Source: an optimization exercise on an open RTL-to-GDS flow (aim: small area and a short achievable clock period). Production flows keep margins and buffers that such runs may drop. RTL that was checked went through simulation tests only; none was proved equivalent to the original. The RTL of runs 1 to 4 was laid out without a check of its function. Power and IR drop assume default switching activity.

## run.sh

```bash
#!/bin/bash
# synth_recipe.tcl (not shown) runs the flow's synth.tcl, then flattens the netlist and writes it again
# the make line also repeats each setting of config.mk as NAME=value (left out here)
make -C /OpenROAD-flow-scripts/flow DESIGN_CONFIG=/design/flow/config.mk WORK_HOME=/design/flow/orfs CLKGATE_MAP_FILE= SYNTH_SCRIPT=/design/flow/synth_recipe.tcl finish
```

## config.mk

```make
export PLATFORM = sky130hd
export DESIGN_NAME = HWA
export DESIGN_NICKNAME = HWA
export VERILOG_FILES = /design/flow/design.v
export SDC_FILE = /design/flow/constraint.sdc
export NUM_CORES = 4
export LEC_CHECK = 0
export CAP_MARGIN = 20
export CORE_MARGIN = 2
export CORE_UTILIZATION = 40
export CTS_CLUSTER_DIAMETER = 100
export CTS_CLUSTER_SIZE = 28
export SETUP_SLACK_MARGIN = 4.1
export SLEW_MARGIN = 20
export SYNTH_MEMORY_MAX_BITS = 32768
```

## design.v

```verilog
module VDC(
    input               clock,
    input               reset,    
    output logic [11:0] cnt,
    output logic [11:0] rev,
    output logic [11:0] nxt,      
    output logic        last      
);
logic [11:0] carry;
always_comb begin
    for (int i = 0; i < 12; i++) rev[i] = cnt[11-i];
end
assign carry[0] = 1'b1;
for (genvar i = 1; i < 12; i++) begin : g_carry
    assign carry[i] = &cnt[i-1:0];
end
assign nxt  = cnt ^ carry;
assign last = &cnt;
always_ff @(posedge clock)
    if (reset) cnt <= 12'd1;
    else       cnt <= nxt;
endmodule
module HWA(
    input [12:0]        in,
    input               clock_d,
    input               clock_s,
    output logic [12:0] out,
    output logic        done
);
localparam [10:0] SGN = 11'b01010001010;    
logic [11:0] l12 [0:21];
logic [9:0]  l10 [22:25];
logic [7:0]  l8  [26:29];
logic [5:0]  l6  [30:33];
logic [1:0]  l2  [34:37];
logic [11:0] q;       
logic [11:0] rq;      
logic        qlast;   
logic [11:0] tapv;    
logic        sgn;     
logic        bit_r;   
VDC vdc(.clock(clock_d), .reset(clock_s), .cnt(q), .rev(rq), .nxt(), .last(qlast));
logic       nz10;     
logic [1:0] r34;
assign nz10 = |l6[33][3:0];
assign r34  = (l6[33][5:4] == 2'd3) ? 2'd3 : l6[33][5:4] + {1'b0, nz10};
logic [10:0] seg2;
always_comb begin
    logic [11:0] ge;      
    ge[0]  = 1'b1;
    ge[1]  = q >= 12'd2;
    ge[2]  = q >= 12'd23;
    ge[3]  = q >= 12'd101;
    ge[4]  = q >= 12'd338;
    ge[5]  = q >= 12'd1281;
    ge[6]  = q >= 12'd2814;
    ge[7]  = q >= 12'd3756;
    ge[8]  = q >= 12'd3993;
    ge[9]  = q >= 12'd4071;
    ge[10] = q >= 12'd4092;
    ge[11] = q == 12'd4095;   
    for (int s = 0; s < 11; s++) seg2[s] = ge[s] & ~ge[s+1];
    seg2[0] = seg2[0] | ge[11];
end
logic [11:0] tapv_n;
always_comb
    tapv_n = ({12{seg2[0]}}  & {l2[37], 10'b0})
           | ({12{seg2[1]}}  & {l6[33], 6'b0})
           | ({12{seg2[2]}}  & {l8[29], 4'b0})
           | ({12{seg2[3]}}  & {l10[25], 2'b0})
           | ({12{seg2[4]}}  & l12[21])
           | ({12{seg2[5]}}  & l12[19])
           | ({12{seg2[6]}}  & {l12[17][11:1], 1'b0})
           | ({12{seg2[7]}}  & {l12[13][11:3], 3'b0})
           | ({12{seg2[8]}}  & {l12[9][11:5], 5'b0})
           | ({12{seg2[9]}}  & {l12[5][11:7], 7'b0})
           | ({12{seg2[10]}} & {l12[1][11:10], 10'b0});
logic gt;
always_comb begin
    logic [11:0] g1, e1;
    logic [5:0]  g2, e2;
    logic [2:0]  g3, e3;
    for (int i = 0; i < 12; i++) begin
        g1[i] = tapv[i] & ~rq[i];
        e1[i] = ~(tapv[i] ^ rq[i]);
    end
    for (int i = 0; i < 6; i++) begin
        g2[i] = g1[2*i+1] | (e1[2*i+1] & g1[2*i]);
        e2[i] = e1[2*i+1] & e1[2*i];
    end
    for (int i = 0; i < 3; i++) begin
        g3[i] = g2[2*i+1] | (e2[2*i+1] & g2[2*i]);
        e3[i] = e2[2*i+1] & e2[2*i];
    end
    gt = g3[2] | (e3[2] & g3[1]) | (e3[2] & e3[1] & g3[0]);
end
logic [12:0] acc_carry;
assign acc_carry[0] = bit_r;
for (genvar i = 1; i < 13; i++) begin : g_acc_carry
    assign acc_carry[i] = bit_r & (&out[i-1:0]);
end
always_ff @(posedge clock_d) begin
    if (clock_s) begin
        l12[0] <= in[11:0];
        for (int j = 1; j < 22; j++) l12[j] <= l12[j-1];
        l10[22] <= {l12[21][11:3], |l12[21][2:0]};
        for (int j = 23; j < 26; j++) l10[j] <= l10[j-1];
        l8[26] <= {l10[25][9:3], |l10[25][2:0]};
        for (int j = 27; j < 30; j++) l8[j] <= l8[j-1];
        l6[30] <= {l8[29][7:3], |l8[29][2:0]};
        for (int j = 31; j < 34; j++) l6[j] <= l6[j-1];
        l2[34] <= r34;
        for (int j = 35; j < 38; j++) l2[j] <= l2[j-1];
    end
end
always_ff @(posedge clock_d) begin
    if (clock_s) begin
        out   <= 13'd0;
        done  <= 1'b0;
        tapv  <= {l2[36], 10'b0};          
        sgn   <= SGN[0];
        bit_r <= |l2[36];                  
    end else begin
        out   <= out ^ acc_carry;
        done  <= qlast;
        tapv  <= tapv_n;
        sgn   <= |(seg2 & SGN);
        bit_r <= gt ^ sgn;
    end
end
endmodule
```

## constraint.sdc

```tcl
create_clock -name core_clock -period 6.5 [get_ports {clock_d}]
set_input_delay 1.3000 -clock core_clock [delete_from_list [all_inputs] [get_ports {clock_d}]]
set_output_delay 1.3000 -clock core_clock [all_outputs]
set_load 0.01 [all_outputs]
```

==> run notes, run 1 <==
* Die extent in y at roughly 190 µm
* Insertion delay to the later sink of the worst-skew pair at 0.52 ns
* ANT nets after route at 0
* Post-synth ARST share at 0
* Worst Max-Slew Pin Slew at 0.7266 ns
* Drt drc at 0
* CTS H-tree depth at 1
* Internal at 3.664 mW
* Area contributors post-synth: edfxtp_1, dfxtp_1, ha_1, nor2_1, a22oi_1
* Critical-path cell list: clkdlybuf4s15_2
* Total grt overflow at 0
* Die X at 189.5 µm
* Final setup viols at 0
* # clock sinks at 408
* Vias in the first global route at between 5000 and 6000
* Top cell type's share of synthesized area at 0.8026
* Area grow syn2layout at 11.24%
* Maximum clock rate at 0.4235 GHz
* Skew final at 0.01007 ns
* Leakage Power at 5.089 nW
* Port Buf Inserts at 27
* CTS tree: yes
* Largest net degree at the start of global routing at around 130
* DRT Pass-1 Iters at 7
* Switching portion of total power at 0.1927
* Mapped cell area at 0.01377 mm²
* Die area at ~0.036 mm²
* Final count of pins violating max slew at 0
* Num ports at 29
* Sequential cell area at between 0.01 and 0.015 mm²
* CTS max path bufs at 3
* Most frequent cells after synthesis: edfxtp_1, dfxtp_1, nor2_1
* Power share of the sequential group at 0.678
* Mapped Avg Cell Area at 20.43 µm²
* Layout cell share with drive strength beyond 1 at 0.1415
* CTS Buf Count at 18
* Worst min path class: reg -> reg
* Synth Instances at 674
* Buf/Inv on CP at 1
* Synth warn at 7
* Post-layout util at 0.4545
* Critical path peak fanout at 2
* Syn Nets at 709
* Most common cell in the netlist: edfxtp_1
* Core area at ~0.034 mm²
* Slowest-stage cell, CP: dfxtp_2
* Initial Util at 0.4086
* Tmin final at 2.361 ns
* Final setup TNS at 0 ns
* PD cells at 296.3 mW/mm²
* Hpwl dp at 11150 µm
* Global-route wire length before repair at ~30000 µm
* Nets at 765
* Crit-path leading delay family: flip-flops
* EDFF count, synth at 368
* DR vias/cell at about 5
* Register area share after synthesis at 0.8608
* Initial DRC Count at 641
* Synth cell types at between 60 and 70
* GRT Overall Usage at 0.1081
* CP endpoint kind: output port
* Fin Hold WS at 0.4181 ns
* Sw Pwr at 0.8748 mW
* Peak supply drop at 199.3 µV
* Placer Congestion at around 0.77
* Clk slew on worst S/H paths at approximately 0.1 ns
* Max incr delay on CP at between 0.3 and 0.4 ns
* Logic gate share of total power at 0.029
* Critical Path RT at 5.20 ns
* Status: timing/DRC/antenna clean
* Worst rel slew slack at 0.5156
* Fill count at roughly 2900
* Fin. Hold Viols at 0
* CTS root buf: clkbuf_16
* Initial antenna violation count at 0
* Max Cap Viol at 0
* Clk pwr share at 0.293
* Post-Place Cell Area at approximately 0.015 mm²
* Crit share post-route at 0.3633
* Drt wl/cell at 16.38 µm
* Unrepaired setup endpoints after global routing: false
* Cell area after layout at between 0.015 and 0.02 mm²
* #FFs+latches synth at 408
* Crit path kind: reg -> out
* Routed vias at 5827
* Largest area contributor in the netlist: edfxtp_1
* Top_reg_cell synth: edfxtp_1
* ANT cells at 0
* Multi-input logic area at 0.001792 mm²
* # rows at 67
* Startpoint types: flop
* Total Wirelength at 19490 µm
* Critical Path AT at 1.06 ns
==> metrics by stage <==
step	instances	total power, mW	setup WS (ns)
floorplan	674	3.169	4.190
global placement	1138	3.260	3.529
detailed placement	1138	3.270	3.477
CTS	1181	4.613	3.989
global route	1190	4.724	4.099
finish	1190	4.539	4.139
==> power by group through the flow <==
stage | registers [mW] | clock network, mW | logic, mW
floorplan | 3.11 | 0 | 0.0582
detailed placement | 3.14 | 0 | 0.131
finish | 3.08 | 1.33 | 0.133
CTS | 3.08 | 1.40 | 0.134
global route | 3.09 | 1.48 | 0.150
global placement | 3.13 | 0 | 0.128
==> cell usage in the layout (no fill, tap or decap), drive strengths merged, types with 3 or more instances in the layout <==
master         Yosys  layout
edfxtp           368     368
dfxtp             40      40
buf               14      37
clkbuf             3      32
nor2              30      30
nand2             23      23
ha                20      20
inv               15      16
a21oi             14      14
clkdlybuf4s50      0      12
a22oi             11      11
nand3             11      11
nor3              10      10
xnor2              9       9
nor2b              8       8
a222oi             8       8
o21ai              8       8
a31oi              7       7
or3                6       6
xor2               6       6
a21o               5       5
and3               5       5
a221oi             5       5
a32oi              4       4
a22o               4       4
nand4              4       4
nor4               4       4
and4               3       3
a211oi             3       3
o21a               3       3
==> logic make-up after synthesis <==
family	count (synthesis)	synth area share
adder cells (fa/ha/maj)	20	0.01818
AND/OR/NAND/NOR	110	0.04544
multiplexers	1	0.0007270
buffers and inverters	32	0.01345
AO/OA/AOI/OAI	88	0.05189
XOR/XNOR	15	0.009542
flip-flops	408	0.8608
==> registers in the layout, indices dropped and copies added (netlist names) <==
register / cells
bit_r: 1
done: 1
l10: 40
l12: 264
l2: 8
l6: 24
l8: 32
out: 13
sgn: 1
tapv: 12
vdc.cnt: 12
==> worst register-to-register path, cell delays in order, from the launching register on <==
cell	delay, ns
dfxtp_1	0.62
nand2_1	0.24
o31ai_4	0.37
nand2_1	0.18
nor2_4	0.41
a221oi_1	0.14
a31oi_1	0.19
==> worst paths after layout <==
path	startpoint	to	slack (ns)	depth (start not counted)
setup / recovery	out[12]	out[12]	4.14	1
setup reg to reg	vdc.cnt[5]	tapv[6]	4.26	6
hold / removal	l12[8][6]	l12[9][6]	0.42	0
hold reg to reg	l12[8][6]	l12[9][6]	0.42	0
==> area by class of cell <==
type                    count  share of cell area
well taps                 448             0.03660
flip-flops and latches    408              0.7754
repair buffers             53             0.03104
clock inverters             2            0.002532
inverters                  15            0.003676
clock buffers              30             0.03374
multi-input cells         234              0.1170
==> metal layers <==
layer	vias up	GRT usage	share of wire	routed length [µm]
li1	2763	-	-	-
met1	2919	0.1645	0.49	9571
met2	115	0.1589	0.44	8662
met3	30	0.01705	0.038	739
met4	0	0.03637	0.027	519
met5	-	0	0	0
==> repair_timing <==
| action | CTS | global route |
|---|---|---|
| gates resized for setup | 60 | 21 |
| endpoints found under the setup margin | 188 | 22 |
| hold buffers | 0 | 0 |
| pin swaps | 1 | 2 |
| hold endpoints to repair | 0 | 0 |
| buffers inserted | 11 | 9 |
==> run 2: changes to the inputs <==
--- a/config.mk
+++ b/config.mk
@@ -6,10 +6,10 @@
 export NUM_CORES = 4
 export LEC_CHECK = 0
-export CAP_MARGIN = 20
+export CAP_MARGIN = 0
 export CORE_MARGIN = 2
 export CORE_UTILIZATION = 40
 export CTS_CLUSTER_DIAMETER = 100
 export CTS_CLUSTER_SIZE = 28
-export SETUP_SLACK_MARGIN = 4.1
-export SLEW_MARGIN = 20
+export SETUP_SLACK_MARGIN = 4.2
+export SLEW_MARGIN = 0
 export SYNTH_MEMORY_MAX_BITS = 32768
==> run 2 against run 1 <==
Still clean. Combinational power up 12%. Routed wire length is 2.3% higher. Clock skew rose by 0.0073 ns. Synthesized cell count did not move. Sequential power barely moved. Cell area is 0.65% higher. Sequential cell count is the same. Power is 0.46% lower. Register-to-register slack improved by 0.08 ns. Setup slack gained 0.063 ns. Die area unchanged. Critical endpoint is now out[1]. Highest routed layer unchanged.
==> run notes, run 2 <==
* Top flop regs: l12 (264), l10 (40), l8 (32)
* # clock sinks at 408 (unchanged)
* Largest Register: l12
* Nets at 768 (+0.39%)
* Multiplexer area fraction after synthesis at 0.0007270 (unchanged)
* Maximum clock rate at 0.4351 GHz (+2.7%)
* # rows at 67 (unchanged)
* Total grt overflow at 0 (unchanged)
* Drt drc at 0 (unchanged)
* Placement Setup Slack at 3.348 ns (-0.1287 ns)
* Clk slew on worst S/H paths at 0.11 ns (about the same)
* Hold Buf Count CTS at 0 (unchanged)
* Synth cell types at 66 (unchanged)
* Crit share post-route at 0.3536 (-0.009643)
* Worst Max-Slew Pin Slew at 0.5591 ns (-0.1675 ns)
* Syn Nets at 709 (unchanged)
* Final setup viols at 0 (unchanged)
* Max incr delay on CP at 0.37 ns (+0.03 ns)
* Largest net degree at the start of global routing at 100 (-25%)
* XOR/XNOR Fraction of Synth Area at 0.009542 (unchanged)
* Drt wl/cell at 16.71 µm (+2.0%)
* Met2 routed WL at 8948 µm (+3.3%)
* Switching portion of total power at 0.1946 (+0.001884)
* Routed vias at 5900 (+1.3%)
* Peak supply drop at 226.2 µV (+14%)
* Insertion delay to the later sink of the worst-skew pair at 0.52 ns (about the same)
* Initial Util at 0.4086 (unchanged)
* DR vias/cell at 4.946 (+1.0%)
* Critical path peak fanout at 4 (+2)
* ANT cells at 0 (unchanged)
* Buf/Inv on CP at 1 (unchanged)
* Post-Place Cell Area at 0.01453 mm² (about the same)
* DRT Pass-1 Iters at 7 (unchanged)
* Layout cell share with drive strength beyond 1 at 0.1530 (+0.01151)
* Synth warn at 7 (unchanged)
* Post-synthesis simple-gate area fraction at 0.04544 (unchanged)
* GRT Overall Usage at 0.1109 (+0.002835)
* CP endpoint kind: output port
* Mapped cell area at 0.01377 mm² (unchanged)
* EDFF count, synth at 368 (unchanged)
* ANT nets after route at 0 (unchanged)
* Commonest non-fill, non-tap cells in the layout: edfxtp_1, nor2_1, buf_4, nand2_1, dfxtp_1
* Initial antenna violation count at 0 (unchanged)
* Clk pwr share at 0.286 (-0.007)
* Critical Path RT at 5.20 ns (about the same)
* Final count of pins violating max slew at 0 (unchanged)
* Worst min path class: reg -> reg
* Placer Congestion at 0.7939 (+2.5%)
* Skew final at 0.01732 ns (+0.007253 ns)
* Sw Pwr at 0.8793 mW (+0.51%)
* Hpwl dp at 11260 µm (+0.93%)
* Final setup TNS at 0 ns (unchanged)
* Critical-path cell list: buf_6
* CTS root buf: clkbuf_16
* Synth Instances at 674 (unchanged)
* Post-route setup slack at 4.201 ns (+0.06268 ns)
* Crit-path leading delay family: flip-flops
* Port Buf Inserts at 27 (unchanged)
* Largest area contributor in the netlist: edfxtp_1
* M1 wire length at 9560 µm (-0.11%)
* DR top layer: met4
* Die extent in y at 189.5 µm (unchanged)
* CTS Buf Count at 18 (unchanged)
* Startpoint types: flop
* Core area at 0.03370 mm² (unchanged)
* Most common cell in the netlist: edfxtp_1
* CTS H-tree depth at 1 (unchanged)
* Area contributors post-synth: edfxtp_1, dfxtp_1, ha_1, nor2_1, a22oi_1
* Max reg flops at 264 (unchanged)
* Top cell type's share of synthesized area at 0.8026 (unchanged)
* Die area at 0.03592 mm² (unchanged)
* Initial DRC Count at 522 (-19%)
* Top_reg_cell synth: edfxtp_1
* Leakage Power at 5.119 nW (+0.59%)
* Cell area after layout at 0.01542 mm² (+0.65%)
* Crit path kind: reg -> out
* Most common cell after layout, fill and taps aside: edfxtp_1
* Die X at 189.5 µm (unchanged)
* Area grow syn2layout at 11.97%
* PD cells at 293.1 mW/mm² (-1.1%)
* Slowest-stage cell, CP: dfxtp_4
* CTS tree: yes
* Max Cap Viol at 0 (unchanged)
* Synth Area in Adders at 0.01818 (unchanged)
* Largest family of logic cells by synthesized area: compound AO/OA/AOI/OAI gates
* Fin. Hold Viols at 0 (unchanged)
* Most frequent cells after synthesis: edfxtp_1, dfxtp_1, nor2_1
* Status: timing/DRC/antenna clean
* Synth Area in Compound Gates at 0.05189 (unchanged)
* Internal at 3.638 mW (-0.69%)
* Vias in the first global route at 5665 (+2.8%)
* Logic gate share of total power at 0.033 (+0.004)
* Mapped Avg Cell Area at 20.43 µm² (unchanged)
* WL met3 at 1076 µm (+46%)
* Global-route wire length before repair at 31260 µm (+1.8%)
* #FFs+latches synth at 408 (unchanged)
* Post-synth ARST share at 0 (unchanged)
* CTS max path bufs at 3 (unchanged)
* Worst rel slew slack at 0.6273 (+0.1117)
* Power share of the sequential group at 0.681 (+0.003)
* Num ports at 29 (unchanged)
* Critical Path AT at 1.00 ns (-0.06 ns)
* Unrepaired setup endpoints after global routing: true
* Register area share after synthesis at 0.8608 (unchanged)
* Tmin final at 2.299 ns (-0.06268 ns)
* Total Wirelength at 19940 µm (+2.3%)
-- run 2: cell counts after synthesis --
Identical to the previous run, type by type.
-- run 2: kinds of logic (layout without fill, tap and decap cells) --
logic type,after synthesis,after routing
AND/OR/NAND/NOR,110,110
buffers and inverters,32,103
AO/OA/AOI/OAI,88,88
flip-flops,408,408
adder cells (fa/ha/maj),20,20
XOR/XNOR,15,15
multiplexers,1,1
-- run 2: final cells by class --
cell class,instances,area (µm²)
clock buffer,31,520.5
clock inverter,1,16.27
timing repair buffer,56,576.8
tap,448,560.5
inverter,15,56.30
multi-input combinational,234,1804
fill,2892,18280
sequential,408,11880
-- run 2: final timing paths --
check / endpoint / slack [ns] / cells past startpoint / start
max: out[1] / 4.20 / 1 / out[1]
min: l12[3][1] / 0.42 / 0 / l12[2][1]
max reg2reg: tapv[6] / 4.34 / 6 / vdc.cnt[2]
min reg2reg: l12[3][1] / 0.42 / 0 / l12[2][1]
-- run 2: per-stage QoR --
step / hold slack [ns] / std cells / total power [mW] / util
6_report: 0.4166 / 1193 / 4.518 / 0.4575
5_1_grt: 0.4230 / 1193 / 4.704 / 0.4575
4_1_cts: 0.4216 / 1186 / 4.574 / 0.4533
3_5_place_dp: 0.4045 / 1138 / 3.271 / 0.4312
3_3_place_gp: 0.4005 / 1138 / 3.260 / 0.4312
2_1_floorplan: 0.4003 / 674 / 3.169 / -
-- run 2: power groups by stage --
| stage | registers (mW) | clock network (mW) | logic (mW) |
|---|---|---|---|
| 3_3_place_gp | 3.13 | 0 | 0.128 |
| 2_1_floorplan | 3.11 | 0 | 0.0584 |
| 3_5_place_dp | 3.14 | 0 | 0.132 |
| 6_report | 3.08 | 1.29 | 0.149 |
| 4_1_cts | 3.08 | 1.35 | 0.140 |
| 5_1_grt | 3.09 | 1.44 | 0.167 |
-- run 2: worst reg2reg max path, stage by stage, from the launching register on --
cell	delay [ns]
dfxtp_1	0.60
nand3_2	0.23
o31ai_4	0.35
nand2_1	0.18
nor2_4	0.41
a221oi_1	0.14
a31oi_1	0.18
-- run 2: what timing repair did --
item                                    in CTS  in global routing
setup buffers                               15                  7
gates resized for setup                     82                 27
gates cloned                                 1                  0
pin swaps                                    3                  4
endpoints found under the setup margin     218                 41
-- run 2: per-layer routing --
metal / global-route usage / vias to the layer above
met1: 0.1697 / 2975
met3: 0.01909 / 26
met2: 0.1636 / 146
li1: - / 2753
met5: 0 / -
met4: 0.03160 / 0
==> run 3: changes to the inputs <==
--- a/design.v
+++ b/design.v
@@ -37,4 +37,5 @@
 logic [11:0] rq;      
 logic        qlast;   
+logic [10:0] seg2;    
 logic [11:0] tapv;    
 logic        sgn;     
@@ -45,21 +46,21 @@
 assign nz10 = |l6[33][3:0];
 assign r34  = (l6[33][5:4] == 2'd3) ? 2'd3 : l6[33][5:4] + {1'b0, nz10};
-logic [10:0] seg2;
+logic [10:0] seg_n;
 always_comb begin
     logic [11:0] ge;      
     ge[0]  = 1'b1;
-    ge[1]  = q >= 12'd2;
-    ge[2]  = q >= 12'd23;
-    ge[3]  = q >= 12'd101;
-    ge[4]  = q >= 12'd338;
-    ge[5]  = q >= 12'd1281;
-    ge[6]  = q >= 12'd2814;
-    ge[7]  = q >= 12'd3756;
-    ge[8]  = q >= 12'd3993;
-    ge[9]  = q >= 12'd4071;
-    ge[10] = q >= 12'd4092;
-    ge[11] = q == 12'd4095;   
-    for (int s = 0; s < 11; s++) seg2[s] = ge[s] & ~ge[s+1];
-    seg2[0] = seg2[0] | ge[11];
+    ge[1]  = q >= 12'd1;
+    ge[2]  = q >= 12'd22;
+    ge[3]  = q >= 12'd100;
+    ge[4]  = q >= 12'd337;
+    ge[5]  = q >= 12'd1280;
+    ge[6]  = q >= 12'd2813;
+    ge[7]  = q >= 12'd3755;
+    ge[8]  = q >= 12'd3992;
+    ge[9]  = q >= 12'd4070;
+    ge[10] = q >= 12'd4091;
+    ge[11] = q >= 12'd4094;   
+    for (int s = 0; s < 11; s++) seg_n[s] = ge[s] & ~ge[s+1];
+    seg_n[0] = seg_n[0] | ge[11];
 end
 logic [11:0] tapv_n;
@@ -118,4 +119,5 @@
         out   <= 13'd0;
         done  <= 1'b0;
+        seg2  <= 11'd1;                    
         tapv  <= {l2[36], 10'b0};          
         sgn   <= SGN[0];
@@ -124,4 +126,5 @@
         out   <= out ^ acc_carry;
         done  <= qlast;
+        seg2  <= seg_n;
         tapv  <= tapv_n;
         sgn   <= |(seg2 & SGN);
--- a/config.mk
+++ b/config.mk
@@ -6,10 +6,10 @@
 export NUM_CORES = 4
 export LEC_CHECK = 0
-export CAP_MARGIN = 0
+export CAP_MARGIN = 20
 export CORE_MARGIN = 2
 export CORE_UTILIZATION = 40
 export CTS_CLUSTER_DIAMETER = 100
 export CTS_CLUSTER_SIZE = 28
-export SETUP_SLACK_MARGIN = 4.2
-export SLEW_MARGIN = 0
+export SETUP_SLACK_MARGIN = 4.1
+export SLEW_MARGIN = 20
 export SYNTH_MEMORY_MAX_BITS = 32768
==> run 3 against run 2 <==
Still clean. Routed wire length is 2.3% lower. Hold slack better by 0.0022 ns. Power up 1.2%. Die area is 0.29% lower. Setup slack got worse by 0.039 ns. Synthesized cell count shrank 0.45%. Fmax is 1.7% lower. Cell area down 1.8%. Critical path depth unchanged. Global-route usage shrank 0.34 points. Register-to-register slack got worse by 0.14 ns.
==> run notes, run 3 <==
* Maximum clock rate at 0.4277 GHz (-1.7%)
* Multiplexer area fraction after synthesis at 0.0007292 (+0.000002187)
* Max reg flops at 264 (unchanged)
* Register area share after synthesis at 0.8794 (+0.01863)
* Reg2reg end: bit_r
* DR vias/cell at 4.840 (-2.1%)
* Synth Area in Adders at 0.01823 (+0.00005467)
* CTS max path bufs at 3 (unchanged)
* Initial antenna violation count at 0 (unchanged)
* Fin Hold WS at 0.4188 ns (+0.002211 ns)
* Synth Area in Compound Gates at 0.04056 (-0.01133)
* Worst R2R Path Depth at 7 (+1)
* Synth warn at 7 (unchanged)
* ANT cells at 0 (unchanged)
* Final setup TNS at 0 ns (unchanged)
* #FFs+latches synth at 419 (+2.7%)
* Insertion delay to the later sink of the worst-skew pair at 0.52 ns (about the same)
* CP endpoint kind: output port
* DRT Pass-1 Iters at 5 (-2)
* Total grt overflow at 0 (unchanged)
* Hold path cells at 0 (unchanged)
* Global Route met1 Usage at 0.1589 (-0.01074)
* Critical-path cell list: clkbuf_2
* Initial Util at 0.4073 (-0.001225)
* Total Wirelength at 19480 µm (-2.3%)
* Synth cell types at 47 (-29%)
* Worst min path class: reg -> reg
* Nets at 756 (-1.6%)
* Top cell type's share of synthesized area at 0.8050 (+0.002414)
* Startpoint types: flop
* CTS Buf Count at 18 (unchanged)
* Most common cell in the netlist: edfxtp_1
* Buf/Inv on CP at 1 (unchanged)
* Die extent in y at 189.3 µm (-0.15%)
* Mapped cell area at 0.01373 mm² (-0.30%)
* Top flop regs: l12 (264), l10 (40), l8 (32)
* Area contributors post-synth: edfxtp_1, dfxtp_1, ha_1, a22oi_1, nor2_1
* Hold path start: l12[18][7]
* Global-route wire length before repair at 30500 µm (-2.4%)
* Crit share post-route at 0.3597 (+0.006055)
* Status: timing/DRC/antenna clean
* Num ports at 29 (unchanged)
* Die area at 0.03582 mm² (-0.29%)
* Commonest non-fill, non-tap cells in the layout: edfxtp_1, dfxtp_1, nor2_1, a22oi_1, ha_1
* Peak supply drop at 232.1 µV (+2.6%)
* Leakage Power at 5.038 nW (-1.6%)
* CTS H-tree depth at 1 (unchanged)
* Max incr delay on CP at 0.39 ns (+0.02 ns)
* Final setup viols at 0 (unchanged)
* # clock sinks at 419 (+2.7%)
* Critical path peak fanout at 6 (+2)
* Unrepaired setup endpoints after global routing: true
* Global-route met3 utilization at 0.01909 (unchanged)
* Cell area after layout at 0.01514 mm² (-1.8%)
* Critical Path RT at 5.20 ns (about the same)
* XOR/XNOR Fraction of Synth Area at 0.01212 (+0.002581)
* ANT nets after route at 0 (unchanged)
* Crit path kind: reg -> out
* Worst Hold End: l12[19][7]
* Final count of pins violating max slew at 0 (unchanged)
* Largest family of logic cells by synthesized area: simple AND/OR/NAND/NOR gates
* Max Cap Viol at 0 (unchanged)
* Setup slack, reg-to-reg at 4.20 ns (-0.14 ns)
* Initial DRC Count at 568 (+8.8%)
* Clk slew on worst S/H paths at 0.10 ns (about the same)
* Post-Place Cell Area at 0.01456 mm² (+0.15%)
* Worst rel slew slack at 0.4979 (-0.1294)
* Syn Nets at 706 (-0.42%)
* Post-synth ARST share at 0 (unchanged)
* Vias in the first global route at 5587 (-1.4%)
* Crit-path leading delay family: flip-flops
* Synth Instances at 671 (-0.45%)
* CTS root buf: clkbuf_16
* Core area at 0.03370 mm² (unchanged)
* Drt drc at 0 (unchanged)
* CTS tree: yes
* GRT Overall Usage at 0.1075 (-0.003369)
* Top_reg_cell synth: edfxtp_1
* Routed vias at 5716 (-3.1%)
* Met2 Use GR at 0.1644 (+0.0008453)
* CP Launch Point: out[3]
* Largest Register: l12
* Most frequent cells after synthesis: edfxtp_1, dfxtp_1, nor2_1
* Slowest-stage cell, CP: dfxtp_4
* Most common cell after layout, fill and taps aside: edfxtp_1
* Critical Path AT at 1.04 ns (+0.04 ns)
* R2r startpoint: vdc.cnt[9]
* Area grow syn2layout at 10.31%
* GRT busiest layer: met2
* PD cells at 301.8 mW/mm² (+3.0%)
* Post-synthesis simple-gate area fraction at 0.04056 (-0.004877)
* Worst Max-Slew Pin Slew at 0.7521 ns (+0.1930 ns)
* # rows at 67 (unchanged)
* Fin. Hold Viols at 0 (unchanged)
* Placer Congestion at 0.8285 (+4.4%)
* Port Buf Inserts at 27 (unchanged)
* Die X at 189.3 µm (-0.15%)
* Tmin final at 2.338 ns (+0.03936 ns)
* Hpwl dp at 10850 µm (-3.6%)
* Skew final at 0.01157 ns (-0.005755 ns)
* Largest net degree at the start of global routing at 117 (+17%)
* Largest area contributor in the netlist: edfxtp_1
* Drt wl/cell at 16.49 µm (-1.3%)
* EDFF count, synth at 368 (unchanged)
* Mapped Avg Cell Area at 20.46 µm² (+0.15%)
* Layout cell share with drive strength beyond 1 at 0.09277 (-0.06025)
==> run 3: changes by cell type in the layout (fill, tap and decap cells not counted), sizes merged, moves of 3 or more <==
cell	previous run	this run
a21o	5	1
a22oi	11	26
a32oi	4	1
buf	43	31
dfxtp	40	51
nand2	23	13
nand3	11	5
nor2	30	36
nor4b	0	3
==> run 3: cell families after synthesis <==
| logic type | count (synthesis) |
|---|---|
| AOI/OAI and AO/OA | 78 |
| buffers and inverters | 28 |
| adders and majority gates | 20 |
| DFF | 419 |
| and+or+nand+nor | 106 |
| xor gates and xnor gates | 19 |
| muxes | 1 |
==> run 3: timing repair <==
action / in CTS / in global routing
hold buffers: 0 / 0
setup endpoints to repair: 75 / 4
gates resized for setup: 68 / 6
setup buffers: 12 / 1
==> run 3: how the worst max path moves through the flow <==
stage / endpoint / cells past startpoint / slack (ns)
2_1_floorplan: seg2[0] / 3 / 4.45
3_3_place_gp: l12[5][10] / 2 / 3.44
3_5_place_dp: l12[5][10] / 2 / 3.39
4_1_cts: out[3] / 1 / 3.98
5_1_grt: bit_r / 7 / 4.05
6_report: out[3] / 1 / 4.16
==> run 3: layout make-up <==
cell class / count / area [µm²]
timing repair buffer: 44 / 366.6
fill: 2891 / 18560
clock buffer: 32 / 524.3
tap: 448 / 560.5
inverter: 14 / 52.55
multi-input combinational: 224 / 1548
sequential: 419 / 12090
==> run 3: routing by layer <==
| layer | vias up | wire, µm |
|---|---|---|
| li1 | 2705 | - |
| met1 | 2883 | 9499 |
| met2 | 102 | 8735 |
| met3 | 26 | 747 |
| met4 | 0 | 494 |
| met5 | - | 0 |
==> run 3: through the flow <==
step                  util  std cells  power (mW)  setup slack [ns]
floorplan                -        671       3.226             4.451
global placement    0.4319       1136       3.316             3.436
detailed placement  0.4319       1136       3.325             3.388
CTS                 0.4495       1180       4.637             3.976
global route        0.4493       1181       4.757             4.051
finish              0.4493       1181       4.570             4.162
==> run 3: power by group <==
| part | leakage, nW | switching [mW] | internal, mW |
|---|---|---|---|
| Clock | 0.249 | 0.749 | 0.557 |
| Combinational | 0.775 | 0.0783 | 0.0442 |
| Sequential | 4.01 | 0.0552 | 3.09 |
| Total | 5.04 | 0.882 | 3.69 |
==> run 4: changes to the inputs <==
--- a/design.v
+++ b/design.v
@@ -79,20 +79,20 @@
 logic gt;
 always_comb begin
-    logic [11:0] g1, e1;
-    logic [5:0]  g2, e2;
-    logic [2:0]  g3, e3;
+    logic [11:0] g1, p1;
+    logic [5:0]  g2, p2;
+    logic [2:0]  g3, p3;
     for (int i = 0; i < 12; i++) begin
         g1[i] = tapv[i] & ~rq[i];
-        e1[i] = ~(tapv[i] ^ rq[i]);
+        p1[i] = tapv[i] | ~rq[i];
     end
     for (int i = 0; i < 6; i++) begin
-        g2[i] = g1[2*i+1] | (e1[2*i+1] & g1[2*i]);
-        e2[i] = e1[2*i+1] & e1[2*i];
+        g2[i] = g1[2*i+1] | (p1[2*i+1] & g1[2*i]);
+        p2[i] = g1[2*i+1] | (p1[2*i+1] & p1[2*i]);
     end
     for (int i = 0; i < 3; i++) begin
-        g3[i] = g2[2*i+1] | (e2[2*i+1] & g2[2*i]);
-        e3[i] = e2[2*i+1] & e2[2*i];
+        g3[i] = g2[2*i+1] | (p2[2*i+1] & g2[2*i]);
+        p3[i] = g2[2*i+1] | (p2[2*i+1] & p2[2*i]);
     end
-    gt = g3[2] | (e3[2] & g3[1]) | (e3[2] & e3[1] & g3[0]);
+    gt = g3[2] | (p3[2] & g3[1]) | (p3[2] & p3[1] & g3[0]);
 end
 logic [12:0] acc_carry;
--- a/config.mk
+++ b/config.mk
@@ -6,10 +6,10 @@
 export NUM_CORES = 4
 export LEC_CHECK = 0
-export CAP_MARGIN = 20
+export CAP_MARGIN = 0
 export CORE_MARGIN = 2
 export CORE_UTILIZATION = 40
 export CTS_CLUSTER_DIAMETER = 100
 export CTS_CLUSTER_SIZE = 28
-export SETUP_SLACK_MARGIN = 4.1
-export SLEW_MARGIN = 20
+export SETUP_SLACK_MARGIN = 4.2
+export SLEW_MARGIN = 0
 export SYNTH_MEMORY_MAX_BITS = 32768
==> run 4 against run 3 <==
Still clean on timing, DRC and antenna. Power up 0.38%. Clock-buffer cell count down 6. Combinational power about the same. Sequential power about the same. Critical path depth unchanged. Clock power about the same. Via count up 1.8%. Die area about the same. Critical endpoint is now out[7]. Largest cell class unchanged. Largest power group unchanged. Highest routed layer unchanged.
==> run notes, run 4 <==
* Status: timing/DRC/antenna clean
* Largest area contributor in the netlist: edfxtp_1
* Critical Path AT at 0.98 ns (-0.06 ns)
* CTS tree: yes
* Die area at 0.03583 mm² (about the same)
* Crit path kind: reg -> out
* Largest net degree at the start of global routing at 135 (+15%)
* CTS Buf Count at 19 (+1)
* Fill count at 2860 (-1.1%)
* Hold Buf Count CTS at 0 (unchanged)
* Worst min path class: reg -> reg
* Hpwl dp at 10600 µm (-2.3%)
* ANT nets after route at 0 (unchanged)
* Commonest non-fill, non-tap cells in the layout: edfxtp_1, dfxtp_1, nor2_1, a22oi_1, clkbuf_16
* Total Wirelength at 19870 µm (+2.0%)
* CTS max path bufs at 3 (unchanged)
* Final count of pins violating max slew at 0 (unchanged)
* Final setup TNS at 0 ns (unchanged)
* Area grow syn2layout at 11.34%
* Clk slew on worst S/H paths at 0.10 ns (about the same)
* Leakage Power at 5.065 nW (+0.54%)
* Critical path peak fanout at 2 (-4)
* # clock sinks at 419 (unchanged)
* Max incr delay on CP at 0.33 ns (-0.06 ns)
* Skew final at 0.01761 ns (+0.006046 ns)
* DRT Pass-1 Iters at 5 (unchanged)
* Tmin final at 2.284 ns (-0.05350 ns)
* Synth warn at 7 (unchanged)
* Top flop regs: l12 (264), l10 (40), l8 (32)
* Num ports at 29 (unchanged)
* CTS root buf: clkbuf_16
* R2r startpoint: vdc.cnt[0]
* Critical Path RT at 5.20 ns (about the same)
* Largest Register: l12
* Die X at 189.3 µm (about the same)
* Crit share post-route at 0.3514 (-0.008231)
* Register area share after synthesis at 0.8792 (about the same)
* Global Route met1 Usage at 0.1665 (+0.007540)
* Area contributors post-synth: edfxtp_1, dfxtp_1, a22oi_1, nor2_1, ha_1
* Peak supply drop at 226.5 µV (-2.4%)
* GRT Overall Usage at 0.1090 (+0.001449)
* Synth cell types at 54 (+15%)
* Initial Util at 0.4074 (about the same)
* Top_reg_cell synth: edfxtp_1
* ANT cells at 0 (unchanged)
* Fin. Hold Viols at 0 (unchanged)
* Worst Max-Slew Pin Slew at 0.7264 ns (-0.02572 ns)
* Initial antenna violation count at 0 (unchanged)
* GRT busiest layer: met1
* Unrepaired setup endpoints after global routing: true
* Crit-path leading delay family: flip-flops
* CTS H-tree depth at 1 (unchanged)
* Drt drc at 0 (unchanged)
* Startpoint types: flop
* Syn Nets at 699 (-0.99%)
* Mapped cell area at 0.01373 mm² (about the same)
* DR vias/cell at 4.933 (+1.9%)
* Global-route met3 utilization at 0.01928 (+0.0001854)
* Critical-path cell list: buf_2
* Worst rel slew slack at 0.5151 (+0.01717)
* Post-synth ARST share at 0 (unchanged)
* Max Cap Viol at 0 (unchanged)
* Layout cell share with drive strength beyond 1 at 0.1093 (+0.01652)
* Global-route wire length before repair at 30860 µm (+1.2%)
* Nets at 749 (-0.93%)
* Most common cell after layout, fill and taps aside: edfxtp_1
* Slowest-stage cell, CP: dfxtp_2
* Hold path start: l12[4][0]
* Final setup viols at 0 (unchanged)
* Max reg flops at 264 (unchanged)
* Maximum clock rate at 0.4378 GHz (+2.3%)
* Mapped Avg Cell Area at 20.34 µm² (-0.57%)
* Buf/Inv on CP at 1 (unchanged)
* Port Buf Inserts at 27 (unchanged)
* # rows at 67 (unchanged)
* CP Launch Point: out[7]
* Core area at 0.03370 mm² (unchanged)
* Vias in the first global route at 5477 (-2.0%)
* CP endpoint kind: output port
* Insertion delay to the later sink of the worst-skew pair at 0.51 ns (about the same)
* Routed vias at 5821 (+1.8%)
* Most common cell in the netlist: edfxtp_1
* Post-layout util at 0.4536 (+0.004306)
* Synth Instances at 675 (+0.60%)
* PD cells at 300.1 mW/mm² (-0.57%)
* Initial DRC Count at 581 (+2.3%)
* Most frequent cells after synthesis: edfxtp_1, dfxtp_1, nor2_1
* EDFF count, synth at 368 (unchanged)
* Met2 Use GR at 0.1613 (-0.003099)
* #FFs+latches synth at 419 (unchanged)
* Fin Hold WS at 0.4045 ns (-0.01432 ns)
* Drt wl/cell at 16.84 µm (+2.1%)
* Top cell type's share of synthesized area at 0.8048 (about the same)
* Total grt overflow at 0 (unchanged)
* Die extent in y at 189.3 µm (about the same)
* Placer Congestion at 0.7525 (-9.2%)
==> run 4: layer usage <==
layer	wire [µm]	up-vias	part of all wire
met4	480	0	0.024
met2	8725	117	0.44
met3	915	27	0.046
met5	0	-	0
li1	-	2709	-
met1	9745	2968	0.49
==> run 4: logic make-up after synthesis <==
group,after synthesis,synth area share
buffers and inverters,29,0.009841
AO/OA/AOI/OAI,80,0.04283
flip-flops,419,0.8792
adder cells (fa/ha/maj),13,0.01121
XOR/XNOR,19,0.01212
AND/OR/NAND/NOR,115,0.04483
==> run 4: cell type report <==
cell class | instances | area (µm²) | share of cell area
multi-input cells | 227 | 1524 | 0.09969
clock inverters | 2 | 31.28 | 0.002046
flip-flops and latches | 419 | 12090 | 0.7908
well taps | 448 | 560.5 | 0.03667
repair buffers | 48 | 543.0 | 0.03552
clock buffers | 26 | 501.7 | 0.03282
inverters | 10 | 37.54 | 0.002455
==> run 4: final timing paths <==
check,end,slack [ns],depth (start not counted)
hold reg to reg,l12[5][0],0.40,0
setup reg to reg,vdc.cnt[8],4.68,6
setup / recovery,out[7],4.22,1
hold / removal,l12[5][0],0.40,0
==> run 4: metrics by stage <==
step	std cells	instance area [µm²]	worst slack [ns]	power [mW]
after floorplan	675	13730	4.222	3.219
after global placement	1134	14520	3.331	3.305
after detailed placement	1134	14520	3.292	3.316
after CTS	1176	15240	4.102	4.649
after global routing	1180	15290	4.169	4.779
final	1180	15290	4.216	4.588
==> run 4: report_power, final <==
group	total, mW	leakage, nW	switching [mW]	internal [mW]
logic	0.123	0.793	0.0744	0.0486
clock network	1.32	0.258	0.765	0.558
registers	3.14	4.01	0.0567	3.09
total	4.59	5.07	0.896	3.69
==> run 4: timing repair <==
item | in CTS | in global routing
buffers inserted | 13 | 3
resized for setup | 86 | 2
gates cloned | 1 | 1
setup endpoints to repair | 302 | 76
pin swaps | 0 | 0
==> run 5: changes to the inputs <==
--- a/design.v
+++ b/design.v
@@ -37,7 +37,6 @@
 logic [11:0] rq;      
 logic        qlast;   
-logic [10:0] seg2;    
+logic [10:0] seg1;    
 logic [11:0] tapv;    
-logic        sgn;     
 logic        bit_r;   
 VDC vdc(.clock(clock_d), .reset(clock_s), .cnt(q), .rev(rq), .nxt(), .last(qlast));
@@ -50,31 +49,30 @@
     logic [11:0] ge;      
     ge[0]  = 1'b1;
-    ge[1]  = q >= 12'd1;
-    ge[2]  = q >= 12'd22;
-    ge[3]  = q >= 12'd100;
-    ge[4]  = q >= 12'd337;
-    ge[5]  = q >= 12'd1280;
-    ge[6]  = q >= 12'd2813;
-    ge[7]  = q >= 12'd3755;
-    ge[8]  = q >= 12'd3992;
-    ge[9]  = q >= 12'd4070;
-    ge[10] = q >= 12'd4091;
-    ge[11] = q >= 12'd4094;   
+    ge[1]  = q >= 12'd2;
+    ge[2]  = q >= 12'd23;
+    ge[3]  = q >= 12'd101;
+    ge[4]  = q >= 12'd338;
+    ge[5]  = q >= 12'd1281;
+    ge[6]  = q >= 12'd2814;
+    ge[7]  = q >= 12'd3756;
+    ge[8]  = q >= 12'd3993;
+    ge[9]  = q >= 12'd4071;
+    ge[10] = q >= 12'd4092;
+    ge[11] = q == 12'd4095;   
     for (int s = 0; s < 11; s++) seg_n[s] = ge[s] & ~ge[s+1];
     seg_n[0] = seg_n[0] | ge[11];
 end
-logic [11:0] tapv_n;
 always_comb
-    tapv_n = ({12{seg2[0]}}  & {l2[37], 10'b0})
-           | ({12{seg2[1]}}  & {l6[33], 6'b0})
-           | ({12{seg2[2]}}  & {l8[29], 4'b0})
-           | ({12{seg2[3]}}  & {l10[25], 2'b0})
-           | ({12{seg2[4]}}  & l12[21])
-           | ({12{seg2[5]}}  & l12[19])
-           | ({12{seg2[6]}}  & {l12[17][11:1], 1'b0})
-           | ({12{seg2[7]}}  & {l12[13][11:3], 3'b0})
-           | ({12{seg2[8]}}  & {l12[9][11:5], 5'b0})
-           | ({12{seg2[9]}}  & {l12[5][11:7], 7'b0})
-           | ({12{seg2[10]}} & {l12[1][11:10], 10'b0});
+    tapv   = ({12{seg1[0]}}  & {l2[37], 10'b0})
+           | ({12{seg1[1]}}  & {l6[33], 6'b0})
+           | ({12{seg1[2]}}  & {l8[29], 4'b0})
+           | ({12{seg1[3]}}  & {l10[25], 2'b0})
+           | ({12{seg1[4]}}  & l12[21])
+           | ({12{seg1[5]}}  & l12[19])
+           | ({12{seg1[6]}}  & {l12[17][11:1], 1'b0})
+           | ({12{seg1[7]}}  & {l12[13][11:3], 3'b0})
+           | ({12{seg1[8]}}  & {l12[9][11:5], 5'b0})
+           | ({12{seg1[9]}}  & {l12[5][11:7], 7'b0})
+           | ({12{seg1[10]}} & {l12[1][11:10], 10'b0});
 logic gt;
 always_comb begin
@@ -119,15 +117,11 @@
         out   <= 13'd0;
         done  <= 1'b0;
-        seg2  <= 11'd1;                    
-        tapv  <= {l2[36], 10'b0};          
-        sgn   <= SGN[0];
+        seg1  <= 11'd1;                    
         bit_r <= |l2[36];                  
     end else begin
         out   <= out ^ acc_carry;
         done  <= qlast;
-        seg2  <= seg_n;
-        tapv  <= tapv_n;
-        sgn   <= |(seg2 & SGN);
-        bit_r <= gt ^ sgn;
+        seg1  <= seg_n;
+        bit_r <= gt ^ |(seg1 & SGN);
     end
 end
--- a/config.mk
+++ b/config.mk
@@ -6,4 +6,5 @@
 export NUM_CORES = 4
 export LEC_CHECK = 0
+export ABC_AREA = 1
 export CAP_MARGIN = 0
 export CORE_MARGIN = 2
==> run 5 against run 4 <==
Still clean on timing, DRC and antenna. First-iteration DRC count fell by 33%. Sequential cell count fell by 13. Clock power barely moved. Die area fell by 0.30%. Synthesized area fell by 0.30%. Utilization fell by 0.19 points. Routed wire length fell by 4.2%. Non-clock buffer count fell by 5. Cell area fell by 0.66%. Power fell by 2.1%. Critical endpoint is now done. Largest cell class unchanged. Largest power group unchanged.
==> run notes, run 5 <==
* Syn Nets at 829 (+19%)
* Die X at 189.0 µm (-0.15%)
* Final setup viols at 0 (unchanged)
* Mapped Avg Cell Area at 16.98 µm² (-17%)
* Worst Max-Slew Pin Slew at 0.6967 ns (-0.02971 ns)
* Met2 routed WL at 8292 µm (-5.0%)
* Die extent in y at 189.0 µm (-0.15%)
* Insertion delay to the later sink of the worst-skew pair at 0.53 ns (+0.02 ns)
* Clk slew on worst S/H paths at 0.10 ns (about the same)
* Maximum clock rate at 0.4345 GHz (-0.75%)
* Worst rel slew slack at 0.5349 (+0.01983)
* Max incr delay on CP at 0.37 ns (+0.04 ns)
* Largest Register: l12
* Peak supply drop at 199.0 µV (-12%)
* Worst min path class: reg -> reg
* Top_reg_cell synth: edfxtp_1
* DR vias/cell at 4.616 (-6.4%)
* Layout cell share with drive strength beyond 1 at 0.09793 (-0.01136)
* Skew final at 0.02175 ns (+0.004135 ns)
* Slowest-stage cell, CP: dfxtp_2
* Critical path peak fanout at 1 (-1)
* CP endpoint kind: output port
* Placer Congestion at 0.8733 (+16%)
* Startpoint types: flop
* #FFs+latches synth at 406 (-3.1%)
* Max Cap Viol at 0 (unchanged)
* Most common cell after layout, fill and taps aside: edfxtp_1
* M1 wire length at 9666 µm (-0.81%)
* Hpwl dp at 11110 µm (+4.9%)
* Final setup TNS at 0 ns (unchanged)
* Critical Path AT at 1.00 ns (+0.02 ns)
* Initial antenna violation count at 0 (unchanged)
* CTS root buf: clkbuf_16
* WL met3 at 639 µm (-30%)
* Critical Path RT at 5.20 ns (about the same)
* CTS tree: yes
* Final count of pins violating max slew at 0 (unchanged)
* Leakage Power at 5.381 nW (+6.2%)
* Most common cell in the netlist: edfxtp_1
* CTS H-tree depth at 1 (unchanged)
* Routed vias at 6075 (+4.4%)
* Top cell type's share of synthesized area at 0.8072 (+0.002427)
* Core area at 0.03362 mm² (-0.25%)
* GRT Overall Usage at 0.1070 (-0.002042)
* Die area at 0.03572 mm² (-0.30%)
* Unrepaired setup endpoints after global routing: true
* Most frequent cells after synthesis: edfxtp_1, nand2_1, nor2_1
* Tmin final at 2.302 ns (+0.01718 ns)
* PD cells at 295.9 mW/mm² (-1.4%)
* Synth Instances at 806 (+19%)
* Vias in the first global route at 5777 (+5.5%)
* Num ports at 29 (unchanged)
* Fin. Hold Viols at 0 (unchanged)
* Drt wl/cell at 14.47 µm (-14%)
* Area grow syn2layout at 10.93%
* ANT cells at 0 (unchanged)
* Post-synth ARST share at 0 (unchanged)
* Register area share after synthesis at 0.8628 (-0.01636)
* CTS max path bufs at 3 (unchanged)
* Synth warn at 7 (unchanged)
* Top flop regs: l12 (264), l10 (40), l8 (32)
* Critical-path cell list: buf_6
* ANT nets after route at 0 (unchanged)
* Largest net degree at the start of global routing at 88 (-35%)
* Synth cell types at 36 (-33%)
* Initial Util at 0.4072 (about the same)
* DRT Pass-1 Iters at 5 (unchanged)
* # rows at 67 (unchanged)
* Crit-path leading delay family: flip-flops
* Total Wirelength at 19040 µm (-4.2%)
* Max reg flops at 264 (unchanged)
* Mapped cell area at 0.01369 mm² (-0.30%)
* Buf/Inv on CP at 1 (unchanged)
* Commonest non-fill, non-tap cells in the layout: edfxtp_1, nand2_1, nor2_1, inv_1, nand3_1
* Largest area contributor in the netlist: edfxtp_1
* CTS Buf Count at 18 (-1)
* Port Buf Inserts at 27 (unchanged)
* # clock sinks at 406 (-3.1%)
* Drt drc at 0 (unchanged)
* DR top layer: met4
* Status: timing/DRC/antenna clean
* EDFF count, synth at 368 (unchanged)
* Crit path kind: reg -> out
* Initial DRC Count at 391 (-33%)
* Nets at 879 (+17%)
* Post-layout util at 0.4517 (-0.001883)
* Crit share post-route at 0.3541 (+0.002643)
* Area contributors post-synth: edfxtp_1, dfxtp_1, nand2_1, nor2_1, inv_1
* Global-route wire length before repair at 30650 µm (-0.69%)
* Total grt overflow at 0 (unchanged)
* Setup slack, reg-to-reg at 4.61 ns (-0.07 ns)
==> run 5: cell count changes after synthesis, moves of 8 or more <==
cell / before / now
a22oi_1: 27 / 0
clkbuf_1: 10 / 1
dfxtp_1: 51 / 38
inv_1: 10 / 47
nand2_1: 16 / 172
nand2b_1: 8 / 0
nand3_1: 7 / 27
nor2_1: 36 / 50
nor2b_1: 11 / 0
xor2_1: 8 / 0
==> run 5: logic make-up after synthesis <==
logic type      Yosys count  share of synthesized area
xor+xnor                  5                   0.003199
fa+ha+maj                 8                   0.007312
buf+inv                  61                    0.02129
flops                   406                     0.8628
compound gates           39                    0.01709
simple gates            287                    0.08829
==> run 5: what timing repair did <==
item                       in CTS  in global routing
hold buffers                    0                  0
cloned                          1                  0
setup endpoints to repair     317                113
gates resized for setup        77                 16
buffers inserted                8                  4
==> run 5: area by class of cell <==
cell class	count	area, µm²
fill	2901	18430
sequential	406	11830
multi-input combinational	339	1587
tap	448	560.5
clock buffer	29	491.7
timing repair buffer	43	478.0
inverter	48	180.2
clock inverter	3	57.56
==> run 5: report_power, final <==
part           switching, mW  internal [mW]
clock                  0.729          0.577
sequential            0.0513           3.00
combinational         0.0874         0.0464
total                  0.868           3.63
==> run 5: through the flow <==
step	hold slack, ns	power, mW	cells	setup WS [ns]	instance area, µm²
6_report	0.4150	4.494	1316	4.198	15190
5_1_grt	0.4112	4.672	1316	4.162	15190
4_1_cts	0.4124	4.559	1312	4.020	15100
3_5_place_dp	0.4045	3.242	1271	3.430	14450
3_3_place_gp	0.4005	3.233	1271	3.472	14450
2_1_floorplan	0.4003	3.148	806	4.680	13690
==> run 5: worst paths after layout <==
check | end | cells after the start | start
worst min register to register | l12[15][1] | 0 | l12[14][1]
worst max register to register | bit_r | 13 | seg1[7]
worst min-delay path | l12[15][1] | 0 | l12[14][1]
worst max-delay path | done | 1 | done
==> run 5: routing by layer <==
metal / up-vias / GRT usage
li1: 2968 / -
met1: 2983 / 0.1643
met2: 93 / 0.1599
met3: 31 / 0.01520
met4: 0 / 0.02945
met5: - / 0
==> run 6: changes to the inputs <==
--- a/config.mk
+++ b/config.mk
@@ -6,5 +6,4 @@
 export NUM_CORES = 4
 export LEC_CHECK = 0
-export ABC_AREA = 1
 export CAP_MARGIN = 0
 export CORE_MARGIN = 2
==> run 6 against run 5 <==
Still clean. Clock power fell by 3%. Fmax fell by 0.27%. Routed wire length rose by 1.4%. Synthesized cell count fell by 18%. Register-to-register slack got worse by 0.30 ns. Synthesized area fell by 2.1%. Sequential share of layout area rose by 1.4 points. Sequential cell count did not move. Largest power group unchanged. Highest routed layer unchanged.
==> run notes, run 6 <==
* Power share of the sequential group at 0.686 (+0.006)
* ANT nets after route at 0 (unchanged)
* Internal at 3.596 mW (-0.82%)
* CTS Buf Count at 18 (unchanged)
* Logic gate share of total power at 0.031 (about the same)
* Maximum clock rate at 0.4333 GHz (-0.27%)
* Slowest-stage cell, CP: dfxtp_4
* Final count of pins violating max slew at 0 (unchanged)
* Largest area contributor in the netlist: edfxtp_1
* Nets at 727 (-17%)
* Area contributors post-synth: edfxtp_1, dfxtp_1, a22oi_1, nor2_1, ha_1
* #FFs+latches synth at 406 (unchanged)
* Clk pwr share at 0.284 (-0.007)
* Skew final at 0.01795 ns (-0.003801 ns)
* Total Wirelength at 19310 µm (+1.4%)
* Vias in the first global route at 5481 (-5.1%)
* Max incr delay on CP at 0.38 ns (about the same)
* DRT Pass-1 Iters at 6 (+1)
* # rows at 67 (unchanged)
* Post-synth ARST share at 0 (unchanged)
* Mapped Avg Cell Area at 20.33 µm² (+20%)
* Fin. Hold Viols at 0 (unchanged)
* Register area share after synthesis at 0.8814 (+0.01861)
* Largest net degree at the start of global routing at 99 (+13%)
* Drt drc at 0 (unchanged)
* Port Buf Inserts at 27 (unchanged)
* Layout cell share with drive strength beyond 1 at 0.1187 (+0.02079)
* Most common cell in the netlist: edfxtp_1
* Final setup viols at 0 (unchanged)
* Critical-path cell list: buf_6
* Die area at 0.03498 mm² (-2.1%)
* Initial Util at 0.4026 (-0.004581)
* Critical Path AT at 1.01 ns (about the same)
* Hold Buf Count CTS at 0 (unchanged)
* Global-route wire length before repair at 30520 µm (-0.43%)
* Switching portion of total power at 0.1955 (+0.002414)
* Tmin final at 2.308 ns (+0.006260 ns)
* Die X at 187.0 µm (-1.0%)
* Total grt overflow at 0 (unchanged)
* Synth warn at 7 (unchanged)
* Top flop regs: l12 (264), l10 (40), l8 (32)
* Sw Pwr at 0.8740 mW (+0.73%)
* Worst rel slew slack at 0.5900 (+0.05512)
* Unrepaired setup endpoints after global routing: true
* Crit-path leading delay family: flip-flops
* Initial DRC Count at 653 (+67%)
* CTS H-tree depth at 1 (unchanged)
* Max reg flops at 264 (unchanged)
* Synth cell types at 48 (+33%)
* Placer Congestion at 0.8873 (+1.6%)
* Syn Nets at 682 (-18%)
* Post-layout util at 0.4487 (-0.003043)
* ANT cells at 0 (unchanged)
* Buf/Inv on CP at 1 (unchanged)
* Most common cell after layout, fill and taps aside: edfxtp_1
* Worst min path class: reg -> reg
* Initial antenna violation count at 0 (unchanged)
* Insertion delay to the later sink of the worst-skew pair at 0.53 ns (about the same)
* # clock sinks at 406 (unchanged)
* Final setup TNS at 0 ns (unchanged)
* Commonest non-fill, non-tap cells in the layout: edfxtp_1, nor2_1, a22oi_1, nand2_1
* Hpwl dp at 10780 µm (-3.0%)
* Top_reg_cell synth: edfxtp_1
* Critical Path RT at 5.20 ns (about the same)
* DR vias/cell at 4.913 (+6.4%)
* Startpoint types: flop
* Leakage Power at 4.930 nW (-8.4%)
* Routed vias at 5719 (-5.9%)
* Largest Register: l12
* Crit path kind: reg -> out
* Drt wl/cell at 16.59 µm (+15%)
* Most frequent cells after synthesis: edfxtp_1, nor2_1, dfxtp_1
* Peak supply drop at 143.8 µV (-28%)
* Num ports at 29 (unchanged)
* Crit share post-route at 0.3551 (+0.0009631)
* Clk slew on worst S/H paths at 0.10 ns (about the same)
* PD cells at 299.4 mW/mm² (+1.2%)
* EDFF count, synth at 368 (unchanged)
* CTS root buf: clkbuf_16
* Mapped cell area at 0.01340 mm² (-2.1%)
* Max Cap Viol at 0 (unchanged)
* Core area at 0.03328 mm² (-1.0%)
* Synth Instances at 659 (-18%)
* Worst Max-Slew Pin Slew at 0.6149 ns (-0.08172 ns)
* Critical path peak fanout at 5 (+4)
* Top cell type's share of synthesized area at 0.8246 (+0.01741)
* GRT Overall Usage at 0.1092 (+0.002260)
* CP endpoint kind: output port
* CTS max path bufs at 3 (unchanged)
* Die extent in y at 187.0 µm (-1.0%)
* CTS tree: yes
* Area grow syn2layout at 11.44%
* Status: timing/DRC/antenna clean
[run 6: cell count changes after synthesis, moves of 5 or more]
| cell | delta |
|---|---|
| a21oi_1 | -9 |
| a22oi_1 | +24 |
| nor2_2 | -6 |
| nand2_1 | -149 |
| nand2_2 | -6 |
| nor2b_1 | +6 |
| xnor2_1 | +6 |
| clkbuf_1 | +14 |
| xor2_1 | +8 |
| nor2_1 | -11 |
| a222oi_1 | +7 |
| inv_1 | -40 |
| nand3_1 | -14 |
| and3_1 | +5 |
[run 6: through the flow]
stage / setup WS (ns) / area [µm²] / hold WS [ns] / std cells / power, mW
floorplan: 4.484 / 13400 / 0.4003 / 659 / 3.146
global placement: 3.490 / 14170 / 0.4006 / 1117 / 3.233
detailed placement: 3.410 / 14170 / 0.4045 / 1117 / 3.248
CTS: 4.028 / 14820 / 0.4035 / 1160 / 4.532
global route: 4.152 / 14930 / 0.4166 / 1164 / 4.642
finish: 4.192 / 14930 / 0.4022 / 1164 / 4.470
[run 6: path summary, 6_finish.rpt]
path | startpoint | end | slack, ns | depth (start not counted)
hold / removal | l12[15][5] | l12[16][5] | 0.40 | 0
setup / recovery | out[3] | out[3] | 4.19 | 1
hold reg to reg | l12[15][5] | l12[16][5] | 0.40 | 0
setup reg to reg | l6[33][2] | bit_r | 4.31 | 9
[run 6: logic make-up (layout without fill, tap and decap cells)]
family | count (synthesis) | after routing | synth area share
flip-flops | 406 | 406 | 0.8814
AND/OR/NAND/NOR | 118 | 118 | 0.04314
AO/OA/AOI/OAI | 81 | 81 | 0.04594
buffers and inverters | 27 | 84 | 0.009617
XOR/XNOR | 19 | 19 | 0.01242
adder cells (fa/ha/maj) | 8 | 8 | 0.007470
[run 6: cell type report]
| type | count | area [µm²] |
|---|---|---|
| multi-input cells | 226 | 1498 |
| clock buffers | 30 | 495.5 |
| well taps | 448 | 560.5 |
| inverters | 7 | 26.28 |
| fillers | 2822 | 18350 |
| repair buffers | 45 | 475.5 |
| clock inverters | 2 | 32.53 |
| flip-flops and latches | 406 | 11850 |
[run 6: power by group through the flow]
| stage | Combinational [mW] | Sequential, mW | Clock (mW) |
|---|---|---|---|
| after floorplan | 0.0481 | 3.10 | 0 |
| after global placement | 0.114 | 3.12 | 0 |
| after detailed placement | 0.121 | 3.13 | 0 |
| after CTS | 0.134 | 3.07 | 1.33 |
| after global routing | 0.150 | 3.08 | 1.41 |
| final | 0.137 | 3.06 | 1.27 |
[run 6: worst reg2reg max path, cell delays in order (launching register included)]
cell and delay, ns:
edfxtp_1 0.44, a222oi_1 0.34, nand3_1 0.17, a221oi_4 0.28, buf_4 0.17, a211oi_1 0.04, o21ai_1 0.20, a211oi_1 0.09
a311o_1 0.33, nor2_1 0.08
[run 6: timing repair]
action,CTS,global route
setup buffers,10,4
endpoints found under the setup margin,303,14
gates resized for setup,82,23
cloned,1,0
pin swaps,1,4
[run 6: per-layer routing]
layer,global-route usage,share of wire,vias to the layer above
met4,0.03053,0.022,0
met5,0,0,-
li1,-,-,2670
met3,0.01764,0.046,28
met2,0.1666,0.46,124
met1,0.1636,0.47,2897
==> run 7: changes to the inputs <==
--- a/config.mk
+++ b/config.mk
@@ -10,6 +10,6 @@
 export CORE_UTILIZATION = 40
 export CTS_CLUSTER_DIAMETER = 100
-export CTS_CLUSTER_SIZE = 28
-export SETUP_SLACK_MARGIN = 4.2
+export CTS_CLUSTER_SIZE = 32
+export SETUP_SLACK_MARGIN = 4.15
 export SLEW_MARGIN = 0
 export SYNTH_MEMORY_MAX_BITS = 32768
==> run 7 against run 6 <==
Largest power group unchanged. Cell count fell by 0.69%. Power fell by 1.5%. Sequential cell count did not move. Combinational power fell by 7%.
==> run notes, run 7 <==
* Status: timing/DRC/antenna clean
* Routed vias at 5726 (+0.12%)
* Fin Hold WS at 0.4200 ns (+0.01780 ns)
* Num ports at 29 (unchanged)
* CTS max path bufs at 3 (unchanged)
* # clock sinks at 406 (unchanged)
* Max incr delay on CP at 0.38 ns (about the same)
* Final setup viols at 0 (unchanged)
* Maximum clock rate at 0.4337 GHz (about the same)
* Worst setup endpoint: out[3]
* Startpoint types: flop
* Skew final at 0.01409 ns (-0.003859 ns)
* Initial Util at 0.4026 (unchanged)
* Top_reg_cell synth: edfxtp_1
* Area grow syn2layout at 9.944%
* # rows at 67 (unchanged)
* Clk slew on worst S/H paths at 0.11 ns (about the same)
* Port Buf Inserts at 27 (unchanged)
* Post-synthesis simple-gate area fraction at 0.04314 (unchanged)
* CP Launch Point: out[3]
* Placement Setup Slack at 3.410 ns (unchanged)
* Switching portion of total power at 0.1929 (-0.002562)
* Critical Path AT at 1.01 ns (about the same)
* Most common cell in the netlist: edfxtp_1
* Insertion delay to the later sink of the worst-skew pair at 0.51 ns (-0.02 ns)
* Synth cell types at 48 (unchanged)
* Synth Area in Adders at 0.007470 (unchanged)
* Post-synth ARST share at 0 (unchanged)
* CTS Buf Count at 16 (-2)
* Largest net degree at the start of global routing at 99 (unchanged)
* CP endpoint kind: output port
* Syn Nets at 682 (unchanged)
* Top cell type's share of synthesized area at 0.8246 (unchanged)
* Top flop regs: l12 (264), l10 (40), l8 (32)
* Crit share post-route at 0.3548 (about the same)
* Synth Area in Compound Gates at 0.04594 (unchanged)
* DRT Pass-1 Iters at 6 (unchanged)
* Hpwl dp at 10780 µm (unchanged)
* Total grt overflow at 0 (unchanged)
* Leakage Power at 4.874 nW (-1.1%)
* Commonest non-fill, non-tap cells in the layout: edfxtp_1, nor2_1, a22oi_1, nand2_1, dfxtp_1
* Peak supply drop at 204.3 µV (+42%)
* #FFs+latches synth at 406 (unchanged)
* Die X at 187.0 µm (unchanged)
* Unrepaired setup endpoints after global routing: true
* Clk pwr share at 0.275 (-0.009)
* Vias in the first global route at 5461 (-0.36%)
* Die area at 0.03498 mm² (unchanged)
* Mapped cell area at 0.01340 mm² (unchanged)
* XOR/XNOR Fraction of Synth Area at 0.01242 (unchanged)
* Core area at 0.03328 mm² (unchanged)
* CTS H-tree depth at 1 (unchanged)
* Sw Pwr at 0.8493 mW (-2.8%)
* Synth warn at 7 (unchanged)
* ANT nets after route at 0 (unchanged)
* R2r startpoint: seg1[4]
* Final setup TNS at 0 ns (unchanged)
* DR vias/cell at 4.953 (+0.82%)
* Max reg flops at 264 (unchanged)
* Total Wirelength at 19180 µm (-0.71%)
* Nets at 721 (-0.83%)
* Crit-path leading delay family: flip-flops
* Largest Register: l12
* Synth Instances at 659 (unchanged)
* EDFF count, synth at 368 (unchanged)
* Final count of pins violating max slew at 0 (unchanged)
* Fin. Hold Viols at 0 (unchanged)
* Area contributors post-synth: edfxtp_1, dfxtp_1, a22oi_1, nor2_1, ha_1
* Worst R2R Path Depth at 8 (-1)
* Hold Buf Count CTS at 0 (unchanged)
* Power share of the sequential group at 0.696 (+0.010)
* Mapped Avg Cell Area at 20.33 µm² (unchanged)
* Critical Path RT at 5.20 ns (about the same)
* Critical path peak fanout at 5 (unchanged)
* CTS root buf: clkbuf_16
* CTS tree: yes
* Fin cells at 1156 (-0.69%)
* Max Cap Viol at 0 (unchanged)
* Worst Max-Slew Pin Slew at 0.5877 ns (-0.02722 ns)
* Slowest-stage cell, CP: dfxtp_4
* Crit path kind: reg -> out
* Placed cell count at 1117 (unchanged)
* Drt drc at 0 (unchanged)
* Buf/Inv on CP at 1 (unchanged)
* Most common cell after layout, fill and taps aside: edfxtp_1
* Post-route setup slack at 4.194 ns (+0.001930 ns)
* Layout cell share with drive strength beyond 1 at 0.1017 (-0.01702)
* Most frequent cells after synthesis: edfxtp_1, nor2_1, dfxtp_1
* ANT cells at 0 (unchanged)
* Worst min path class: reg -> reg
* GRT Overall Usage at 0.1080 (-0.001193)
* Initial antenna violation count at 0 (unchanged)
* Global-route wire length before repair at 30260 µm (-0.86%)
* Reg2reg end: bit_r
* Critical-path cell list: buf_6
* Largest area contributor in the netlist: edfxtp_1
* Worst rel slew slack at 0.6082 (+0.01815)
* Logic gate share of total power at 0.029 (-0.002)
* Critical path depth at 1 (unchanged)
* Die extent in y at 187.0 µm (unchanged)
* Tmin final at 2.306 ns (-0.001930 ns)
* Placer Congestion at 0.8873 (unchanged)
* Setup slack, reg-to-reg at 4.20 ns (-0.11 ns)
* Multiplexer area fraction after synthesis at 0 (unchanged)
* Register area share after synthesis at 0.8814 (unchanged)
* PD cells at 298.8 mW/mm² (-0.20%)
* Largest family of logic cells by synthesized area: compound AO/OA/AOI/OAI gates
* Internal at 3.553 mW (-1.2%)
* Initial DRC Count at 696 (+6.6%)
* Drt wl/cell at 16.59 µm (about the same)
## run 7: cells by family after synthesis
logic type,after synthesis
adder cells (fa/ha/maj),8
AO/OA/AOI/OAI,81
XOR/XNOR,19
flip-flops,406
buffers and inverters,27
AND/OR/NAND/NOR,118
## run 7: power groups by stage
stage / combinational, mW / sequential, mW / clock (mW)
4_1_cts: 0.129 / 3.07 / 1.27
5_1_grt: 0.141 / 3.08 / 1.34
2_1_floorplan: 0.0481 / 3.10 / 0
6_report: 0.128 / 3.06 / 1.21
3_5_place_dp: 0.121 / 3.13 / 0
3_3_place_gp: 0.114 / 3.12 / 0
## run 7: worst min path at each step
stage | cells past startpoint | from | slack (ns) | end
2_1_floorplan | 0 | l10[22][0] | 0.40 | l10[23][0]
3_3_place_gp | 0 | l12[16][10] | 0.40 | l12[17][10]
3_5_place_dp | 0 | l10[24][8] | 0.40 | l10[25][8]
4_1_cts | 0 | l12[4][3] | 0.43 | l12[5][3]
5_1_grt | 0 | l12[2][10] | 0.43 | l12[3][10]
6_report | 0 | l10[24][8] | 0.42 | l10[25][8]
## run 7: timing repair
item	CTS	global route
setup buffers	10	0
gates cloned	1	0
endpoints found under the setup margin	271	151
endpoints found under the hold margin	0	0
gates resized for setup	73	8
## run 7: area by class of cell
class	instances	area [µm²]
Clock buffer	27	462.9
Clock inverter	1	11.26
Multi-Input combinational cell	226	1460
Inverter	7	26.28
Sequential cell	406	11840
Tap cell	448	560.5
Timing Repair Buffer	41	374.1
Fill cell	2830	18550
## run 7: metal layers
layer,share of wire,vias up,track usage
li1,-,2654,-
met1,0.48,2927,0.1627
met2,0.46,121,0.1660
met3,0.043,24,0.01689
met4,0.022,0,0.02625
met5,0,-,0
## run 7: per-stage QoR
step / util / power, mW / cell area [µm²]
final: 0.4427 / 4.402 / 14730
after global routing: 0.4427 / 4.564 / 14730
after CTS: 0.4423 / 4.464 / 14720
after detailed placement: 0.4257 / 3.248 / 14170
after global placement: 0.4257 / 3.233 / 14170
after floorplan: - / 3.146 / 13400

Re-timed with assumed drivers on the ports (clkbuf_16 on the clock, buf_2 on other inputs), run 7 has 4.149 ns of setup slack against 4.194 ns with ideal ports, and 3.814 ns once port delays also move by the mid clock arrival of 0.552 ns.
